What follows belongs to an exercise in optimizing a design on an open flow for a short achievable clock period and few clock cycles; a production flow would make more cautious choices. No driver is modelled on the clock port, so clock power and skew are understated where the tree is cut down; a real chip needs a root buffer or a tree. Power figures rest on the tool's default switching activity, not on a simulated workload.

== run R ==
## top
module top (
    input logic clk,
    input logic reset,
    output logic [4:0] curr_inst_addr,
    input logic [15:0] curr_inst,
    output logic write_enable_dmem,
    output logic [3:0] write_addr_dmem,
    output logic [7:0] write_data_dmem,
    output logic halted
);
Size in the first run: roughly 2,700 cells after synthesis, ~580 flip-flops, ~37 I/O pins, about 23,000 sq um of cells after synthesis.
clock: 4.2 ns
lec_check: 0
cap_margin: 20
core_margin: 2
core_utilization: 40
setup_slack_margin: 3.0
slew_margin: 20
synth_hierarchical: 1
synth_minimum_keep_size: 0
standard.sh (not shown) runs the stock make flow with config.mk's settings and CLKGATE_MAP_FILE= SYNTH_SCRIPT=/design/flow/synth_recipe.tcl, a recipe that flattens the netlist after the stock synthesis.
==> flow/flow/run.sh <==
#!/bin/bash
# Own flow: the standard layout (standard.sh) with two changes:
#  - the clock tree is built by flow/pre_cts.tcl (a two-level balanced tree)
#    instead of TritonCTS;
#  - full- and half-adder cells are added to DONT_USE_CELLS (flow/dont_use.txt
#    is the platform's list plus those), so abc maps adders as plain gates.
# Every tool's output goes to the ORFS logs under orfs/logs and to standard.log.
set -euo pipefail
export PRE_CTS_TCL="$PWD/flow/pre_cts.tcl"
du="$(tr '\n' ' ' < flow/dont_use.txt)"
sed "s|\"\${@:-finish}\"|DONT_USE_CELLS=\"$du\" \"\${@:-finish}\"|" standard.sh > standard_nofa.sh
bash standard_nofa.sh ${FLOW_STANDARD_TARGETS:-} > standard.log 2>&1
Other scripts of this flow, unchanged in this note and not shown: flow/flow/dont_use.txt, flow/flow/mycts.tcl, flow/flow/pre_cts.tcl
For run D, these inputs were changed with respect to run R:
diff --git a/flow/design.v b/flow/design.v
--- a/flow/design.v
+++ b/flow/design.v
@@ -30,46 +30,25 @@
   logic is_halt, halt_now;
   assign is_halt = (inst[15:13] == 3'b111);
   assign halt_now = (is_halt && !(d_v && (d_br || d_halt)) && !ex_br) ||
                     (d_v && d_halt && !ex_br) || ex_halt;
   assign halted_d = reset ? (cap && is_halt) : (halted || halt_now);
 endmodule
 `timescale 1ns / 1ps
 module add8 (
     input  logic [7:0] a,
     input  logic [7:0] b,
     output logic [7:0] s
 );
-  logic [7:0] g0, p0, g1, p1, g2, p2, g3;
-  assign g0 = a & b;
-  assign p0 = a ^ b;
-  always_comb begin
-    g1[0] = g0[0];
-    p1[0] = p0[0];
-    for (int i = 1; i < 8; i++) begin
-      g1[i] = g0[i] | (p0[i] & g0[i-1]);
-      p1[i] = p0[i] & p0[i-1];
-    end
-    for (int i = 0; i < 2; i++) begin
-      g2[i] = g1[i];
-      p2[i] = p1[i];
-    end
-    for (int i = 2; i < 8; i++) begin
-      g2[i] = g1[i] | (p1[i] & g1[i-2]);
-      p2[i] = p1[i] & p1[i-2];
-    end
-    for (int i = 0; i < 4; i++) g3[i] = g2[i];
-    for (int i = 4; i < 8; i++) g3[i] = g2[i] | (p2[i] & g2[i-4]);
-  end
-  assign s = p0 ^ {g3[6:0], 1'b0};
+  assign s = a + b;
 endmodule
 `timescale 1ns / 1ps
 module brres (
     input  logic [7:0] a,
     input  logic [7:0] b,
     input  logic br,
     input  logic pred,
     input  logic reset,
     output logic taken,
     output logic mispredict
 );
   assign taken = (a == b);
@@ -224,57 +203,64 @@
   logic d_rb_s, d_rb_l, d_rb_w;
   logic d_st_s, d_st_l, d_st_w, d_st_k;
   logic ex_wr, ex_add, ex_br, ex_halt, ex_pred, ex_bpa;
   logic [3:0] ex_dst;
   logic [15:0] ex_we;   
   logic [7:0] ex_a, ex_b, ex_l;
   logic [4:0] ex_alt;   
   logic [31:0] ex_bpc;   
   logic bu_v, bu_t;
   logic [31:0] bu_a;
   logic w_v;
   logic [15:0] w_we;
-  logic [7:0] w_d;
+  logic [7:0] w_s, w_l, w_d;   
+  logic w_add;
   logic st_v;
   logic [3:0] st_a;
   logic [7:0] st_d;
   logic [15:0] st_we;   
   assign curr_inst_addr = pc;
   assign write_enable_dmem = st_v;
   assign write_addr_dmem = st_a;
   assign write_data_dmem = st_d;
   assign halted = halted_r;
-  logic [7:0] sum, res;
+  logic [7:0] sum;
   logic taken;
   add8 add (
       .a(ex_a),
       .b(ex_b),
       .s(sum)
   );
-  mux2 #(8) res_mux (
-      .d0(ex_l),
-      .d1(sum),
-      .s (ex_add),
-      .y (res)
-  );
   logic mispredict;
+  logic mispredict_c;   
+  logic taken_c;
+  brres cmp_c (
+      .a(ex_a),
+      .b(ex_b),
+      .br(ex_br),
+      .pred(ex_pred),
+      .reset(reset),
+      .taken(taken_c),
+      .mispredict(mispredict_c)
+  );
   brres cmp (
       .a(ex_a),
       .b(ex_b),
       .br(ex_br),
       .pred(ex_pred),
       .reset(reset),
       .taken(taken),
       .mispredict(mispredict)
   );
+  assign w_d = w_add ? w_s : w_l;
   logic [7:0] a_e, b_e, s_e, a_n, b_n, s_n, dmb;
   always_comb begin
     a_e = (ex_l & {8{d_ra_l}}) | (w_d & {8{d_ra_w}});
     b_e = (ex_l & {8{d_rb_l}}) | (w_d & {8{d_rb_w}});
     s_e = (ex_l & {8{d_st_l}}) | (w_d & {8{d_st_w}}) | (d_k8 & {8{d_st_k}});
     dmb = 8'd0;
     for (int j = 0; j < 16; j++) begin
       a_e = a_e | (rf[j] & {8{d_ra_r[j]}});
       b_e = b_e | (rf[j] & {8{d_rb_r[j]}});
       s_e = s_e | (rf[j] & {8{d_st_r[j]}});
       dmb = dmb | (dm[j] & {8{d_rb[j]}});
     end
@@ -372,26 +358,26 @@
       .s (mispredict),
       .y (pc_d)
   );
   logic seq_ok;
   assign seq_ok = !mispredict && !take && !reset;
   ao21 bp_ao (
       .a(mispredict && ex_bpa),
       .b(seq_ok),
       .c(bp_seq),
       .y(bp_d)
   );
   logic f_ok, d_ok;
-  assign f_ok = !halted_r && !(d_v && d_halt) && !ex_halt && !mispredict;
-  assign d_ok = d_v && !mispredict;
+  assign f_ok = !halted_r && !(d_v && d_halt) && !ex_halt && !mispredict_c;
+  assign d_ok = d_v && !mispredict_c;
   logic [4:0] pc1;
   assign pc1 = pc + 5'd1;
   always_ff @(posedge clk) begin
     pc <= pc_d;
     bp_cur <= bp_d;
     halted_r <= halted_d;
     if (reset) begin
       r0cap <= cap;
       d_v <= cap;
       ex_wr <= 1'b0;
       ex_br <= 1'b0;
       ex_halt <= 1'b0;
@@ -441,26 +427,28 @@
     ex_a <= a_n;
     ex_b <= b_n;
     ex_l <= d_imm ? d_k8 : m_n;
     ex_pred <= d_pred;
     ex_alt <= d_pred ? d_pc1 : d_tgt;
     ex_bpa <= d_pred ? bp_t[d_pc1] : bp_t[d_tgt];
     ex_bpc <= 32'd1 << d_pc;
     st_a <= d_sta;
     st_we <= 16'd1 << d_sta;
     st_d <= s_n;
   end
   always_ff @(posedge clk) begin
-    bu_t <= taken;
+    bu_t <= taken_c;
     bu_a <= ex_bpc;
     w_we <= ex_we;
-    w_d <= res;
+    w_s <= sum;
+    w_l <= ex_l;
+    w_add <= ex_add;
   end
   always_ff @(posedge clk)
     for (int i = 0; i < 16; i++)
       if (reset) rf[i] <= 8'd0;
       else if (w_v && w_we[i]) rf[i] <= w_d;
   always_ff @(posedge clk)
     for (int i = 0; i < 16; i++)
       if (reset) dm[i] <= 8'd0;
       else if (st_v && st_we[i]) dm[i] <= st_d;
 endmodule
Findings:
Comparing routed length on met3 for run D and run R, the bigger number came from run R.
Going from run R to run D, final design utilization lower, fraction of power consumed by the clock network decreased by 0.2 points relative to the old numbers, detailed-routing iteration count for the pre-antenna-repair pass saw an increase, routed length per instance moved down, placeable core region flat.
Compared to run R, run D has critical path depth 2 lower.
Die area in run D vs run R: down about 0.33%
Between run D and run R, it is run D whose worst setup slack is lower, by 0.054 ns.
Per the comparison of run D with run R, pin count of the biggest net entering global routing flat, count of filler cells inserted in the layout shows an increase of 141.
The higher summed area of non-filler cells in the final layout came out of run R.
Against run R, run D reports a routed length on met2 that is lower.
No functional check of the RTL was part of any run of this note. In every run of this note, the design's own scripts or RTL, not TritonCTS, make the clock network.

Another version of the RTL of top (not shown whole).
For scale: roughly 2,700 cells after synthesis, roughly 37 I/O pins, roughly 24,000 µm² of cells after synthesis.
==> flow/design.v (excerpt) <==
module top (
    input logic clk,
    input logic reset,
    output logic [4:0] curr_inst_addr,
    input logic [15:0] curr_inst,
    output logic write_enable_dmem,
    output logic [3:0] write_addr_dmem,
    output logic [7:0] write_data_dmem,
    output logic halted
);
  logic [7:0] rf[16];
  logic [7:0] dm[16];
  logic [4:0] pc;
  logic [4:0] pc_o;   
  logic halted_r;
  logic [31:0] bp_t;
  logic bp_cur;   
  logic d_v, d_st, d_add, d_br, d_halt, d_wr, d_imm, d_pred;
  logic [7:0] d_k8;
  logic [3:0] d_dst, d_sta;
  logic [15:0] d_rb;
  logic d_fwm;
  logic [4:0] d_pc1, d_tgt, d_pc;
  logic [15:0] d_ra_r, d_rb_r, d_st_r;
  logic d_ra_s, d_ra_l, d_ra_w;
  logic d_rb_s, d_rb_l, d_rb_w;
  logic d_st_s, d_st_l, d_st_w, d_st_k;
  logic ex_wr, ex_add, ex_br, ex_halt, ex_pred, ex_bpa;
  logic [3:0] ex_dst;
  logic [15:0] ex_we;   
  logic [7:0] ex_a, ex_b, ex_l;
  logic [4:0] ex_alt;   
  logic [31:0] ex_bpc;   
  logic bu_v, bu_t;
  logic [31:0] bu_a;
  logic w_v;
  logic [15:0] w_we;
  logic [7:0] w_d;
  logic st_v;
  logic [3:0] st_a;
  logic [7:0] st_d;
  logic [15:0] st_we;   
  assign curr_inst_addr = pc_o;
  assign write_enable_dmem = st_v;
  assign write_addr_dmem = st_a;
  assign write_data_dmem = st_d;
  assign halted = halted_r;
  logic [7:0] sum, res;
  logic taken;
  add8 add (
      .a(ex_a),
      .b(ex_b),
      .s(sum)
  );
  mux2 #(8) res_mux (
      .d0(ex_l),
      .d1(sum),
      .s (ex_add),
      .y (res)
  );
  logic mispredict;
  brres cmp (
      .a(ex_a),
      .b(ex_b),
      .br(ex_br),
      .pred(ex_pred),
      .reset(reset),
      .taken(taken),
      .mispredict(mispredict)
  );
  logic [7:0] a_e, b_e, s_e, a_n, b_n, s_n, dmb;
  always_comb begin
    a_e = (ex_l & {8{d_ra_l}}) | (w_d & {8{d_ra_w}});
    b_e = (ex_l & {8{d_rb_l}}) | (w_d & {8{d_rb_w}});
    s_e = (ex_l & {8{d_st_l}}) | (w_d & {8{d_st_w}}) | (d_k8 & {8{d_st_k}});
    dmb = 8'd0;
    for (int j = 0; j < 16; j++) begin
      a_e = a_e | (rf[j] & {8{d_ra_r[j]}});
      b_e = b_e | (rf[j] & {8{d_rb_r[j]}});
      s_e = s_e | (rf[j] & {8{d_st_r[j]}});
      dmb = dmb | (dm[j] & {8{d_rb[j]}});
    end
  end
  fwd8 a_mux (
      .d0(a_e),
      .d1(sum),
      .s (d_ra_s),
      .y (a_n)
  );
  fwd8 b_mux (
      .d0(b_e),
  ...
Settings: LEC_CHECK=0, CAP_MARGIN=20, CORE_MARGIN=2, CORE_UTILIZATION=40, SETUP_SLACK_MARGIN=3.0, SLEW_MARGIN=20, SYNTH_HIERARCHICAL=1, SYNTH_MINIMUM_KEEP_SIZE=0; clock period 4.2 ns.
Scripts as last shown in full above: flow/flow/run.sh
Other scripts of this flow, unchanged in this note and not shown: flow/flow/dont_use.txt, flow/flow/mycts.tcl, flow/flow/pre_cts.tcl
Next try:
--- a/flow/design.v
+++ b/flow/design.v
@@ -1,43 +1,40 @@
 `timescale 1ns / 1ps
 module nextpc (
     input logic reset,
     input logic cap,
     input logic [15:0] inst,
     input logic [4:0] pc,
     input logic halted,
     input logic bp_cur,
-    input logic bp_seq,   
     input logic d_v,   
     input logic d_br,   
     input logic d_halt,   
     input logic ex_br,   
     input logic ex_halt,   
     output logic pred,
     output logic take,
     output logic [4:0] pc_f,
-    output logic bp_f,   
     output logic halted_d   
 );
   logic is_br;
   logic [4:0] tgt, pc_seq;
   assign is_br = (inst[15:13] == 3'b101);
   assign tgt = inst[12:8];
   assign pc_seq = halted ? 5'd0 : pc + 5'd1;
   assign pred = (inst[7:4] == inst[3:0]) || bp_cur;
   assign take = is_br && pred && !halted;
   always_comb
     if (reset) pc_f = cap ? (is_br ? tgt : 5'd1) : 5'd0;
     else if (take) pc_f = tgt;
     else pc_f = pc_seq;
-  assign bp_f = !reset && !take && bp_seq;
   logic is_halt, halt_now;
   assign is_halt = (inst[15:13] == 3'b111);
   assign halt_now = (is_halt && !(d_v && (d_br || d_halt)) && !ex_br) ||
                     (d_v && d_halt && !ex_br) || ex_halt;
   assign halted_d = reset ? (cap && is_halt) : (halted || halt_now);
 endmodule
 `timescale 1ns / 1ps
 module add8 (
     input  logic [7:0] a,
     input  logic [7:0] b,
     output logic [7:0] s
@@ -69,31 +66,37 @@
   assign y = s ? d1 : d0;
 endmodule
 module fwd8 (
     input  logic [7:0] d0,
     input  logic [7:0] d1,
     input  logic s,
     output logic [7:0] y
 );
   assign y = d0 | (d1 & {8{s}});
 endmodule
 `timescale 1ns / 1ps
-module bpsel (
-    input logic [31:0] bp,
-    input logic [4:0] a,
-    output logic y
+module bpnext (
+    input logic [31:0] bp_rot,
+    input logic [4:0] pc,
+    input logic take,
+    input logic reset,
+    input logic mispredict,
+    input logic ex_bpa,
+    output logic bp_d
 );
   logic [31:0] oh;
+  logic seq;
   always_comb
-    for (int j = 0; j < 32; j++) oh[j] = (a == 5'(j));
-  assign y = (oh & bp) != 32'd0;
+    for (int j = 0; j < 32; j++) oh[j] = (pc == 5'(j));
+  assign seq = (oh & bp_rot) != 32'd0;
+  assign bp_d = mispredict ? ex_bpa : (!reset && !take && seq);
 endmodule
 `timescale 1ns / 1ps
 module fctl (
     input logic [15:0] inst,
     input logic reset,   
     input logic d_v,
     input logic d_wr,
     input logic d_add,
     input logic d_st,
     input logic [3:0] d_dst,
     input logic [3:0] d_sta,
@@ -308,54 +311,55 @@
       .rb_l(rb_l),
       .rb_w(rb_w),
       .st_s(st_s),
       .st_l(st_l),
       .st_w(st_w),
       .st_k(st_k),
       .fwm(fwm)
   );
   logic r0cap;
   logic cap;
   assign cap = !r0cap && (pc == 5'd0);
-  logic bp_seq;
-  bpsel bps (
-      .bp({bp_t[0], bp_t[31:1]}),
-      .a (pc),
-      .y (bp_seq)
-  );
-  logic pred, take, bp_f, bp_d, halted_d;
+  logic pred, take, bp_d, halted_d;
   logic [4:0] pc_f, pc_d;
   nextpc npc (
       .reset(reset),
       .cap(cap),
       .inst(curr_inst),
       .pc(pc),
       .halted(halted_r),
       .bp_cur(bp_cur),
-      .bp_seq(bp_seq),
       .d_v(d_v),
       .d_br(d_br),
       .d_halt(d_halt),
       .ex_br(ex_br),
       .ex_halt(ex_halt),
       .pred(pred),
       .take(take),
       .pc_f(pc_f),
-      .bp_f(bp_f),
       .halted_d(halted_d)
   );
-  mux2 #(6) pc_mux (
-      .d0({bp_f, pc_f}),
-      .d1({ex_bpa, ex_alt}),
+  mux2 #(5) pc_mux (
+      .d0(pc_f),
+      .d1(ex_alt),
       .s (mispredict),
-      .y ({bp_d, pc_d})
+      .y (pc_d)
+  );
+  bpnext bpn (
+      .bp_rot({bp_t[0], bp_t[31:1]}),
+      .pc(pc),
+      .take(take),
+      .reset(reset),
+      .mispredict(mispredict),
+      .ex_bpa(ex_bpa),
+      .bp_d(bp_d)
   );
   logic [4:0] pc_od;
   mux2 #(5) pc_mux_o (
       .d0(pc_f),
       .d1(ex_alt),
       .s (mispredict),
       .y (pc_od)
   );
   logic f_ok, d_ok;
   assign f_ok = !halted_r && !(d_v && d_halt) && !ex_halt && !mispredict;
   assign d_ok = d_v && !mispredict;
What happened: Sequential power decreases by about 2%; fmax decreases by 5.8%; power decreases by 3.7%; clock power decreases by about 1%; global-route usage decreases by 0.80 points; critical path depth increases by 2; cell area decreases by 0.58%; combinational power decreases by 16%; final cell count decreases by 0.69%; area after synthesis barely changes; hold slack gets better by 0.022 ns; register-to-register slack gets worse by 0.12 ns; wire length decreases by 3.2%.
No run of this note included a check of the RTL's function; only the layout flow was run. No run of this note takes its clock network from TritonCTS; it comes from the design's own scripts or RTL.

[afterwards: timing with drivers on the ports]
How much do the figures lean on ideal ports? The routed layouts below were timed once more, with nothing changed but the port constraints.
Step 1 sets driving cells, clkbuf_16 on the clock port and buf_2 on the other inputs (assumed; they add their load-dependent delay and slew).
Step 2 adds t to the input delays and takes it off the output delays; t is the mean of the earliest and latest rising clock arrival at the registers after step 1. Input paths then give back, and output paths get back, about the clock's delay inside the block.
Three values: ideal ports, drivers, drivers and shift; two values: the first two.
| run | t, ns | setup slack, ns | worst hold slack (ns) | worst register clock-pin slew, ns |
|---|---|---|---|---|
| run R | 0.502 | 2.310 / 2.252 / 1.915 | 0.334 / 0.334 / 0.334 | 0.11 / 0.11 |
| run D | 0.506 | 2.257 / 2.149 / 1.871 | 0.327 / 0.327 / 0.327 | 0.12 / 0.12 |
| the first run of note 2 | 0.493 | 2.170 / 2.170 / 1.807 | 0.310 / 0.310 / 0.310 | 0.11 / 0.11 |
| the second run of note 2 | 0.486 | 2.046 / 2.046 / 1.771 | 0.331 / 0.331 / 0.331 | 0.11 / 0.11 |
After both steps every run listed still meets setup and hold. For run R, which loses most, drivers alone change the setup slack by -0.058 ns; drivers and shift together by -0.395 ns.
